This is an optimization exercise on Yosys and OpenROAD, whose aim is small area, not a production implementation. Only simulation tests tie the RTL to the original design; equivalence was not proved. No activity file was given, so power comes from the tool's default toggle rates.

Setup of run a:
==> flow/design.v <==
module deb #(parameter INIT_L = 1'b1, parameter INIT_C = 7'h7f, parameter SEED = 7'b0001101) (
	input clk, rst, x,
	output press);
	reg l;
	reg [6:0] c;
	wire settled = &c[5:0];
	wire fb = ~(c[6] ^ c[5]) | settled;
	assign press = settled & ~c[6] & ~l;
	always @(posedge clk)
		if (rst) begin
			l <= INIT_L;
			c <= INIT_C;
		end else begin
			l <= x;
			if (x != l) c <= settled ? SEED : 7'h7f;
			else c <= {c[5:0], fb};
		end
endmodule
module VERILOGStart04(clk, rst, buttonWaitingIN, buttonLeftIN, buttonRightIN, buttonSelectionIN, led1, led5, en);
	output[3:0] led1, en;
	output[6:0] led5;
	input clk, rst, buttonWaitingIN, buttonLeftIN, buttonRightIN, buttonSelectionIN;
	localparam Waiting = 3'd0, Selection = 3'd2, Payment = 3'd3, Implementation = 3'd6, Unsuccessful = 3'd4;
	localparam BL = 4'd11, RS = 4'd10;
	reg [4:0] scan;
	reg [1:0] ind;
	wire scan_end = (scan == 5'b01001);
	wire [1:0] ind_n = {ind[1] ^ (scan_end & ind[0]), ind[0] ^ scan_end};
	always @(posedge clk)
		if (rst) begin
			scan <= 0;
			ind <= 0;
		end else begin
			scan <= scan_end ? 5'd0 : {scan[3:0], ~(scan[4] ^ scan[2])};
			ind <= ind_n;
		end
	wire pW, pL, pR, pS;
	deb #(.INIT_L(1'b0), .INIT_C(7'b0001101)) dW (.clk(clk), .rst(rst), .x(buttonWaitingIN), .press(pW));
	deb dL (.clk(clk), .rst(rst), .x(buttonLeftIN), .press(pL));
	deb dR (.clk(clk), .rst(rst), .x(buttonRightIN), .press(pR));
	deb dS (.clk(clk), .rst(rst), .x(buttonSelectionIN), .press(pS));
	reg [2:0] st;
	reg [1:0] sel;
	reg [3:0] tens, ones;        
	wire [3:0] m = {tens[2:0], ones[0]};
	reg [10:0] tm;               
	wire [10:0] tm_n = {tm[9:0], ~(tm[10] ^ tm[8])};
	localparam TM2000 = 11'b01110100111;
	wire tens0 = (tens == 4'd0);
	reg ok;
	always @(*)
		case (sel)                        
			2'd0: ok = m[3] | m[2] | m[1];                    
			2'd1: ok = m[3] | m[2];                           
			2'd2: ok = m[3] | (m[2] & m[1] & m[0]);           
			default: ok = m[3] & m[1];                        
		endcase
	wire tm_run = (st == Implementation) | (st == Unsuccessful);
	always @(posedge clk)
		if (~tm_run)
			tm <= 0;
		else if (tm == TM2000)
			tm <= {10'd0, st == Unsuccessful};
		else
			tm <= tm_n;
	wire sW = (st == Waiting), sSel = (st == Selection), sPay = (st == Payment);
	wire sImpl = (st == Implementation), sUns = (st == Unsuccessful);
	wire anyp = pW | pL | pR | pS;
	wire pay_sel = pS & ~pL & ~pR;                   
	wire pay_wait = pW & ~pL & ~pR & ~pS;            
	wire tm_end = (tm == TM2000);
	always @(posedge clk)
		if (rst)
			st <= Waiting;
		else if (sW & anyp)
			st <= Selection;
		else if ((sSel | sPay) & pay_wait)
			st <= Waiting;
		else if (sSel & pay_sel)
			st <= Payment;
		else if (sPay & pay_sel)
			st <= ok ? Implementation : Unsuccessful;
		else if (sImpl & (tens == 4'd10) & ones[0])
			st <= Waiting;
		else if (sUns & (ones == 4'd9) & tm_end)
			st <= Waiting;
	wire sel_step = sSel & (pL | pR);
	wire sel_carry = sSel & (pL ? ~sel[0] : pR & sel[0]);
	always @(posedge clk)
		sel <= sW ? 2'd0 : {sel[1] ^ sel_carry, sel[0] ^ sel_step};
	wire up = sPay ? (pR & ~pL & (m != 4'd10)) : (tm_run & tm_end);
	wire dn = sPay & pL & (m != 4'd0);
	wire carry = ones[0] & (sPay | ones[3]);        
	wire tinc = up & carry;                          
	wire tdec = dn & ~ones[0];                       
	always @(posedge clk)
		if (sW | (sPay & pay_sel)) begin
			tens <= 0;
			ones <= 0;
		end else begin
			if (up & carry)
				ones <= 4'd0;
			else if (up | dn)
				ones <= {ones[3] ^ (up & ones[2] & ones[1] & ones[0]), ones[2] ^ (up & ones[1] & ones[0]),
					ones[1] ^ (up & ones[0]), ~ones[0]};
			tens <= tens ^ {(tinc & tens[2] & tens[1] & tens[0]) | (tdec & ~tens[2] & ~tens[1] & ~tens[0]),
				(tinc & tens[1] & tens[0]) | (tdec & ~tens[1] & ~tens[0]),
				(tinc & tens[0]) | (tdec & ~tens[0]), tinc | tdec};
		end
	reg [10:0] blink;            
	reg [1:0] lv;                
	assign led1 = {lv == 2'd3, lv == 2'd3, lv[1], lv != 2'd0};
	always @(posedge clk)
		if (rst) begin
			blink <= 0;
			lv <= 0;
		end else
			case (st)
				Waiting:
					if (blink != 11'b01111100010)
						blink <= {blink[9:0], ~(blink[10] ^ blink[8])};
					else begin
						blink <= 0;
						lv <= (lv == 2'd3) ? 2'd0 : 2'd3;
					end
				Selection: lv <= 2'd2;
				Payment: lv <= 2'd1;
				default: lv <= 2'd0;
			endcase
	reg db3;                     
	reg [2:0] db2;               
	reg [3:0] d3, d2;
	reg d1;
	always @(posedge clk)
		if (rst) begin
			db3 <= 0; db2 <= 0;
			d3 <= 0; d2 <= 0; d1 <= 0;
		end else
			case (st)
				Payment: begin
					{db2, db3} <= m;
					d3 <= db3 ? 4'd5 : 4'd0;
					d2 <= {1'b0, db2};
				end
				Implementation: begin
					d3 <= ones;
					d2 <= tens;          
					d1 <= (tens == 4'd10);
				end
				default: ;
			endcase
	wire [3:0] d2c = ((d2 == 4'd0) & tens0) ? BL : d2;
	reg [3:0] f1, f2, f3, fn;
	always @(*) begin
		case (st)
			Selection: begin
				f1 = {2'b11, sel};
				f2 = {2'b11, sel};
				f3 = {2'b11, sel};
			end
			Payment: begin
				f1 = BL;
				f2 = d2c;
				f3 = d3;
			end
			Implementation: begin
				f1 = d1 ? 4'd1 : (tens == 4'd10) ? 4'd0 : BL;
				f2 = d2c;
				f3 = d3;
			end
			Unsuccessful: begin
				f1 = 4'd15;
				f2 = 4'd5;
				f3 = 4'd5;
			end
			default: begin
				f1 = BL;
				f2 = BL;
				f3 = BL;
			end
		endcase
		case (ind_n)
			2'd0: fn = BL;
			2'd1: fn = f1;
			2'd2: fn = f2;
			default: fn = f3;
		endcase
	end
	reg [3:0] bsel, z;
	always @(posedge clk)
		if (rst) begin
			bsel <= 4'd8;
			z <= RS;
		end else begin
			bsel <= fn;
			z <= bsel;
		end
	wire scan_start = (scan == 5'd0);
	wire [1:0] eind = {ind[1] ^ (scan_start & ~ind[0]), ind[0] ^ scan_start};
	wire rs = (z == RS) & (eind == 2'd3);
	assign en = {eind != 2'd0, eind != 2'd1, eind != 2'd2, (eind != 2'd3) | rs};
	reg [6:0] seg;
	always @(*)
		case (z)
			4'd0: seg = 7'b0000001;
			4'd1: seg = 7'b1001111;
			4'd2: seg = 7'b0010010;
			4'd3: seg = 7'b0000110;
			4'd4: seg = 7'b1001100;
			4'd5: seg = 7'b0100100;
			4'd6: seg = 7'b0100000;
			4'd7: seg = 7'b0001111;
			4'd8: seg = 7'b0000000;
			4'd9: seg = 7'b0000100;
			4'd10: seg = {6'b000000, ~eind[0]};      
			4'd11: seg = 7'b1111111;
			default:
				case ({eind, z[1:0]})
					4'b1000: seg = 7'b0100100;
					4'b1001: seg = 7'b0000001;
					4'b1010: seg = 7'b0001000;
					4'b1011: seg = 7'b0001000;
					4'b1100: seg = 7'b0011000;
					4'b1101: seg = 7'b0111000;
					4'b1110: seg = 7'b0011000;
					4'b1111: seg = 7'b1110000;
					4'b0100, 4'b0000: seg = 7'b0110000;
					4'b0111, 4'b0011: seg = 7'b1110001;
					default: seg = 7'b0110001;
				endcase
		endcase
	assign led5 = seg;
endmodule
export LEC_CHECK = 0
export ABC_AREA = 1
export CAP_MARGIN = 20
export CORE_MARGIN = 2
export CORE_UTILIZATION = 40
export CTS_BUF_LIST = sky130_fd_sc_hd__clkbuf_8
export SLEW_MARGIN = 20
create_clock -name core_clock -period 20.0 [get_ports {clk}]
standard.sh (not shown) runs the stock make flow with config.mk's settings and CLKGATE_MAP_FILE= SYNTH_SCRIPT=/design/flow/synth_recipe.tcl, a recipe that flattens the netlist after the stock synthesis.
==> flow/flow/run.sh <==
#!/bin/bash
# Standard ORFS layout with three changes:
#  - synthesis maps the logic with an area-oriented ABC script (flow/abc.script) in place of
#    ORFS's abc_area.script; the rest of synthesis (synth_recipe.tcl) is unchanged, so the
#    registers are the standard synthesis's;
#  - the port buffers use the smallest buffer cell;
#  - clock tree synthesis uses clkbuf_8 and adds no dummy loads.
set -euo pipefail
here=$(pwd)
rm -rf "$here/scripts_abc"
cp -r "$FLOW_HOME/scripts" "$here/scripts_abc"
cp "$here/flow/abc.script" "$here/scripts_abc/abc_area.script"
bash standard.sh SCRIPTS_DIR="$here/scripts_abc" synth > "$here/synth.log" 2>&1
export BUFFER_PORTS_ARGS="-buffer_cell sky130_fd_sc_hd__buf_1"
export CTS_ARGS="-sink_clustering_enable -repair_clock_nets -buf_list sky130_fd_sc_hd__clkbuf_8 -dont_use_dummy_load"
bash standard.sh finish > "$here/layout.log" 2>&1
==> flow/flow/abc.script <==
strash
&get -n
&deepsyn -I 20 -J 10
&dch -f
&nf -R 1000 -E 100
&put
topo
#### Input delta (run b over run a)
-- flow/design.v --
<<< run a, line 21
	output[6:0] led5;
	input clk, rst, buttonWaitingIN, buttonLeftIN, buttonRightIN, buttonSelectionIN;
	localparam Waiting = 3'd0, Selection = 3'd2, Payment = 3'd3, Implementation = 3'd6, Unsuccessful = 3'd4;
	localparam BL = 4'd11, RS = 4'd10;
	reg [4:0] scan;
	reg [1:0] ind;
	wire scan_end = (scan == 5'b01001);
	wire [1:0] ind_n = {ind[1] ^ (scan_end & ind[0]), ind[0] ^ scan_end};
	always @(posedge clk)
		if (rst) begin
>>> run b, line 21
	output[6:0] led5;
	input clk, rst, buttonWaitingIN, buttonLeftIN, buttonRightIN, buttonSelectionIN;
	localparam Waiting = 3'd0, Selection = 3'd1, Payment = 3'd2, Implementation = 3'd3, Unsuccessful = 3'd4;
	localparam BL = 4'd11, RS = 4'd10;
	reg [4:0] scan;
	reg [1:0] ind;
	wire scan_end = (scan == 5'b01001);
	wire [1:0] ind_n = scan_end ? ind + 1'b1 : ind;
	always @(posedge clk)
		if (rst) begin
<<< run a, line 50
	reg ok;
	always @(*)
		case (sel)                        
			2'd0: ok = m[3] | m[2] | m[1];                    
			2'd1: ok = m[3] | m[2];                           
			2'd2: ok = m[3] | (m[2] & m[1] & m[0]);           
			default: ok = m[3] & m[1];                        
		endcase
	wire tm_run = (st == Implementation) | (st == Unsuccessful);
>>> run b, line 50
	reg ok;
	always @(*)
		case (sel)
			2'd0: ok = ~tens0;
			2'd1: ok = tens >= 4'd2;
			2'd2: ok = (tens >= 4'd4) | ((tens == 4'd3) & ones[0]);
			default: ok = tens >= 4'd5;
		endcase
	wire tm_run = (st == Implementation) | (st == Unsuccessful);
<<< run a, line 85
		else if (sUns & (ones == 4'd9) & tm_end)
			st <= Waiting;
	wire sel_step = sSel & (pL | pR);
	wire sel_carry = sSel & (pL ? ~sel[0] : pR & sel[0]);
	always @(posedge clk)
		sel <= sW ? 2'd0 : {sel[1] ^ sel_carry, sel[0] ^ sel_step};
	wire up = sPay ? (pR & ~pL & (m != 4'd10)) : (tm_run & tm_end);
	wire dn = sPay & pL & (m != 4'd0);
	wire carry = ones[0] & (sPay | ones[3]);        
	wire tinc = up & carry;                          
	wire tdec = dn & ~ones[0];                       
	always @(posedge clk)
		if (sW | (sPay & pay_sel)) begin
			tens <= 0;
			ones <= 0;
		end else begin
			if (up & carry)
				ones <= 4'd0;
			else if (up | dn)
				ones <= {ones[3] ^ (up & ones[2] & ones[1] & ones[0]), ones[2] ^ (up & ones[1] & ones[0]),
					ones[1] ^ (up & ones[0]), ~ones[0]};
			tens <= tens ^ {(tinc & tens[2] & tens[1] & tens[0]) | (tdec & ~tens[2] & ~tens[1] & ~tens[0]),
				(tinc & tens[1] & tens[0]) | (tdec & ~tens[1] & ~tens[0]),
				(tinc & tens[0]) | (tdec & ~tens[0]), tinc | tdec};
		end
	reg [10:0] blink;            
>>> run b, line 85
		else if (sUns & (ones == 4'd9) & tm_end)
			st <= Waiting;
	always @(posedge clk)
		if (sW)
			sel <= 0;
		else if (sSel & pL)
			sel <= sel - 1'b1;
		else if (sSel & pR)
			sel <= sel + 1'b1;
	wire up = sPay ? (pR & ~pL & (m != 4'd10)) : (tm_run & tm_end);
	wire dn = sPay & pL & (m != 4'd0);
	wire carry = ones[0] & (sPay | ones[3]);        
	always @(posedge clk)
		if (sW | (sPay & pay_sel)) begin
			tens <= 0;
			ones <= 0;
		end else if (up) begin
			ones <= carry ? 4'd0 : ones + 1'b1;
			if (carry) tens <= tens + 1'b1;
		end else if (dn) begin
			ones[0] <= ~ones[0];
			if (~ones[0]) tens <= tens - 1'b1;
		end
	reg [10:0] blink;            
<<< run a, line 196
			z <= bsel;
		end
	wire scan_start = (scan == 5'd0);
	wire [1:0] eind = {ind[1] ^ (scan_start & ~ind[0]), ind[0] ^ scan_start};
	wire rs = (z == RS) & (eind == 2'd3);
	assign en = {eind != 2'd0, eind != 2'd1, eind != 2'd2, (eind != 2'd3) | rs};
>>> run b, line 194
			z <= bsel;
		end
	wire [1:0] eind = (scan == 5'd0) ? ind - 1'b1 : ind;
	wire rs = (z == RS) & (eind == 2'd3);
	assign en = {eind != 2'd0, eind != 2'd1, eind != 2'd2, (eind != 2'd3) | rs};
Results
Run b: full flow OK, the timing, DRC and antenna checks passed. Run b reports its first element of the critical path as scan[1] while run a reports scan[4]. Diff run a -> run b: wire length has increased; power has increased; clock slew seen by the registers of the worst setup and hold paths has remained practically unchanged. Portion of total power attributed to the clock network came out higher on run b than on run a. Going from run a to run b, multiplexer share of the synthesized area increased by 0.26 points relative to the old numbers; worst slack at placement decreased by 33 ps relative to the old numbers. Run a → run b: post-synthesis instance area up 120 um2; final area climbed about 3.6%; synthesized cell count higher; static leakage power up about 2.7%. From run a to run b the numbers moved as follows: count of TritonRoute iterations in the first routing pass went down 2, worst setup slack after layout fell 3.1 ps.

[static timing again, ports no longer ideal]
In the flow no input, the clock included, has a driving cell. The finished layouts below were timed again as built, in two steps. Step 1 sets driving cells, clkbuf_16 on the clock port and buf_2 on the other inputs (assumed; they add their load-dependent delay and slew). Step 2, shift: input delay + t, output delay - t, t = (earliest + latest rising clock arrival at the registers) / 2. This alone moves slack from input paths to output paths. a / b / c = ideal / step 1 / step 2; a / b = the first two.
run | shift t [ns] | setup slack, ns | worst setup path at the end | clock arrival spread, ns | slew at the worst register clock pin (ns)
run a | 0.374 | 13.664 / 13.634 / 14.009 | register to output | 0.018 / 0.017 | 0.09 / 0.09
run b | 0.385 | 13.661 / 13.629 / 14.014 | register to output | 0.028 / 0.028 | 0.10 / 0.10
After both steps setup and hold are still met in every run listed.
